This design comes from an exercise in tuning for a short achievable clock period and few clock cycles on the open sky130 flow, not from production work.
In this exercise RTL edits were held to simulation tests only and were not proved equivalent to the original.
Power is estimated from default activity; no workload was simulated.

==> flow/design.v (excerpt) <==
module Temple #(
    parameter ADDR_WIDTH = 16,
    parameter DATA_WIDTH = 16
) (
    input                   clk,
    rst,
    output [ADDR_WIDTH-1:0] addr,
    input  [          15:0] rd_data,
    output [          15:0] wr_data,
    output                  en
);
  localparam QN = 12;   
  localparam CB = 5;   
  localparam NC = 1 << CB;
  localparam OP_NOR = 3'b000, OP_ADD = 3'b001, OP_LD = 3'b010, OP_MOVE = 3'b011;
  localparam OP_SD = 3'b100, OP_SETI = 3'b101, OP_JL = 3'b110, OP_SRL = 3'b111;
  reg  [    15:0] q        [0:QN-1];   
  reg  [  QN+3:1] vt;   
  reg  [    15:0] pcb;   
  reg  [     2:0] padv;
  reg  [    15:0] fa;   
  reg  [    14:0] cw1, cw2, cw3;   
  reg             cah, cbh;   
  reg  [    15:0] caw, cbw;
  reg  [  NC-1:0] c_v;
  reg  [14-CB:0] c_tag    [0:NC-1];
  reg  [    15:0] c_dat    [0:NC-1];
  reg             ev;   
  reg             e_mv;   
  reg  [     4:0] e_mvr;
  reg  [     7:0] e_op;   
  reg             e_za;   
  reg  [     1:0] e_k;   
  reg             e_sm;   
  reg             e_sx;   
  reg  [     4:0] e_smr;
  reg             pw_v;
  reg  [     4:0] pw_r;
  reg  [     4:0] e_l;   
  reg  [    15:0] e_imm;   
  reg  [     2:0] e_cond;   
  reg  [    15:0] opr;   
  reg             msel;   
  reg             sdf_r;
  reg  [    15:0] sdf_pc;
  reg             en_r;   
  reg             o_fsel;   
  reg  [    14:0] o_opr;   
  reg  [    14:0] o_fa;   
  reg  [    15:0] o_wd;   
  reg  [    15:0] acc;
  reg             cf, nf, zf;
  reg  [29*16-1:0] rfv;   
  wire [    15:0] rv       [0:31];
  genvar gi;
  generate
    for (gi = 0; gi < 29; gi = gi + 1) begin : g_rv
      assign rv[gi] = rfv[16*gi+:16];
    end
  endgenerate
  assign rv[29] = 16'h0000;
  assign rv[30] = 16'h0001;
  assign rv[31] = 16'hffff;
  function [7:0] pdec(input [7:0] b);
    pdec[0] = b[7:5] == OP_MOVE;
    pdec[1] = b == {OP_NOR, 5'd31};
    pdec[2] = b[7:5] == OP_ADD;
    pdec[3] = b == {OP_ADD, 5'd30};
    pdec[4] = b[7:5] == OP_SETI;
    pdec[5] = b[7:5] == OP_JL;
  ...
Size: ~11000 cells after synthesis, roughly 1800 flip-flops, about 120000 sq um of cells after synthesis.
==> flow/config.mk <==
export PLATFORM = sky130hd
export DESIGN_NAME = Temple
export DESIGN_NICKNAME = Temple
export VERILOG_FILES = /design/flow/design.v
export SDC_FILE = /design/flow/constraint.sdc
export NUM_CORES = 4
export LEC_CHECK = 0
export ABC_CLOCK_PERIOD_IN_PS = 2500
export CAP_MARGIN = 20
export CORE_MARGIN = 2
export CORE_UTILIZATION = 20
export PLACE_DENSITY = 0.4
export SETUP_SLACK_MARGIN = 3.5
export SLEW_MARGIN = 20
==> flow/constraint.sdc <==
create_clock -name core_clock -period 7.0 [get_ports {clk}]
set_input_delay 1.4000 -clock core_clock [delete_from_list [all_inputs] [get_ports {clk}]]
set_output_delay 1.4000 -clock core_clock [all_outputs]
set_load 0.01 [all_outputs]
standard.sh (not shown) runs the stock make flow with config.mk's settings and CLKGATE_MAP_FILE= SYNTH_SCRIPT=/design/flow/synth_recipe.tcl, a recipe that flattens the netlist after the stock synthesis.
==> flow/flow/run.sh <==
#!/bin/bash
# The standard layout (standard.sh), with two changes: the port buffers are
# buf_4 cells instead of the smallest buffer, and the resizer may change a
# cell to one with another footprint (a stronger flip-flop of the same type,
# a faster buffer). make's output goes to flow_make.log here; each ORFS step
# keeps its own log under orfs/logs.
set -o pipefail
bash standard.sh MATCH_CELL_FOOTPRINT=0 "BUFFER_PORTS_ARGS=-buffer_cell sky130_fd_sc_hd__buf_4" finish > flow_make.log 2>&1
Testbench counts at the start, summed over its fixed seeds: cycles 103,580.
Edit:
==> flow/run.sh (new file) <==
#!/bin/bash
# synth_recipe.tcl (not shown) runs the flow's synth.tcl, then flattens the netlist and writes it again
# the make line also repeats each setting of config.mk as NAME=value (left out here)
make -C /OpenROAD-flow-scripts/flow DESIGN_CONFIG=/design/flow/config.mk WORK_HOME=/design/flow/orfs CLKGATE_MAP_FILE= SYNTH_SCRIPT=/design/flow/synth_recipe.tcl finish
removed: flow/flow/run.sh
removed: flow/standard.sh
- The changed run finished with timing, DRC and antenna clean
- sequential share of layout area goes down by 0.59 points
- wire length stays flat
- worst setup slack got worse by 0.27 ns

========
Another version of the RTL of Temple (not shown whole).
For scale: ~1800 flip-flops, about 0.12 mm² of cells after synthesis.
clock: 7.0 ns
lec_check: 0
abc_clock_period_in_ps: 2500
cap_margin: 20
core_margin: 2
core_utilization: 25
place_density: 0.45
setup_slack_margin: 3.5
slew_margin: 20
==> flow/flow/run.sh <==
#!/bin/bash
# The standard layout (standard.sh), with two changes: the port buffers are
# buf_4 cells instead of the smallest buffer, and the resizer may change a
# cell to one with another footprint (a stronger flip-flop of the same type,
# a faster buffer). make's output goes to flow_make.log here; each ORFS step
# keeps its own log under orfs/logs.
set -o pipefail
bash standard.sh MATCH_CELL_FOOTPRINT=0 "BUFFER_PORTS_ARGS=-buffer_cell sky130_fd_sc_hd__buf_4" finish > flow_make.log 2>&1
Testbench counts at the start, summed over its fixed seeds: cycles 103,580.
Edit:
- CORE_UTILIZATION: 25 -> 32
- PLACE_DENSITY: 0.45 -> 0.55
The changed run passed the timing, DRC and antenna checks.
Wire length decreases by 8.1%.
Setup slack improves by 0.017 ns.
Via count decreases by about 0.5%.
Clock power decreases by about 5%.
Maximum frequency increases by 0.45%.
Critical path depth decreases by 2.
Total power decreases by about 4.7%.
Global-route usage increases by 5.5 points.

========
Setup of old:
Temple, a different RTL version from the one above (not shown whole).
Size: about 12,000 cells after synthesis, roughly 51 I/O pins.
clock: 7.0 ns
lec_check: 0
abc_clock_period_in_ps: 2500
cap_margin: 20
core_margin: 2
core_utilization: 25
place_density: 0.45
setup_slack_margin: 3.5
slew_margin: 20
Scripts as last shown in full above: flow/flow/run.sh
Testbench counts of old, summed over its fixed seeds: cycles 103,580.
diff inputs: old => new
Settings: a change of PLACE_DENSITY from 0.45 to 0.4; a change of CORE_UTILIZATION from 25 to 20.
## What came out
The final layout from new, which completed every stage, passed the timing, DRC and antenna checks at the end of the flow. Looking at fraction of final layout cells with drive strength greater than 1 across old and new, the one that comes out higher is new. When the final numbers for old and new were put side by side, the global-route wire length before repair turned out to be smaller in old. Placed cell area (new vs. old) increases slightly. Between old and new, area of the die increased. Of the two candidates, old has the better clock skew after layout and new the worse one. Between old and new, number of antenna repair diodes is lower for old, new comes in above that. Comparing old with new, the via count came out essentially unchanged. new — met2 track demand over resource in global routing 6.3 points lower, old as reference. Total power of new is higher than that of old.

[afterwards: timing with drivers on the ports]
The flow's constraints put no driver on any port. The routed layouts listed below were extracted and timed again, unchanged, in two steps.
Step 1, drivers: a clkbuf_16 drives clk and a buf_2 each remaining input, both assumed.
Step 2 also shifts input and output timing later by t, the mid clock arrival at the registers, as if the neighbouring blocks saw the same clock.
Slacks: no drivers / after step 1 / after step 2; pairs: no drivers / after step 1.
| run | shift t [ns] | slack for setup (ns) | clock arrival spread, ns | worst register clock-pin slew, ns |
|---|---|---|---|---|
| the first run of note 1 | 1.087 | 3.276 / 3.200 / 2.308 | 0.132 / 0.131 | 0.07 / 0.07 |
| the second run of note 1 | 1.074 | 3.007 / 3.007 / 1.940 | 0.142 / 0.143 | 0.07 / 0.07 |
| the first run of note 2 | 1.077 | 3.261 / 3.261 / 2.492 | 0.117 / 0.117 | 0.07 / 0.07 |
| the second run of note 2 | 1.071 | 3.277 / 3.277 / 2.679 | 0.136 / 0.137 | 0.07 / 0.07 |
| old | 1.061 | 3.222 / 3.222 / 2.395 | 0.153 / 0.153 | 0.07 / 0.07 |
| new | 1.121 | 3.216 / 3.216 / 2.356 | 0.137 / 0.136 | 0.07 / 0.07 |
After both steps setup and hold are still met in every run listed. For the second run of note 1, which loses most, drivers alone change the setup slack by 0.000 ns; drivers and shift together by -1.067 ns.
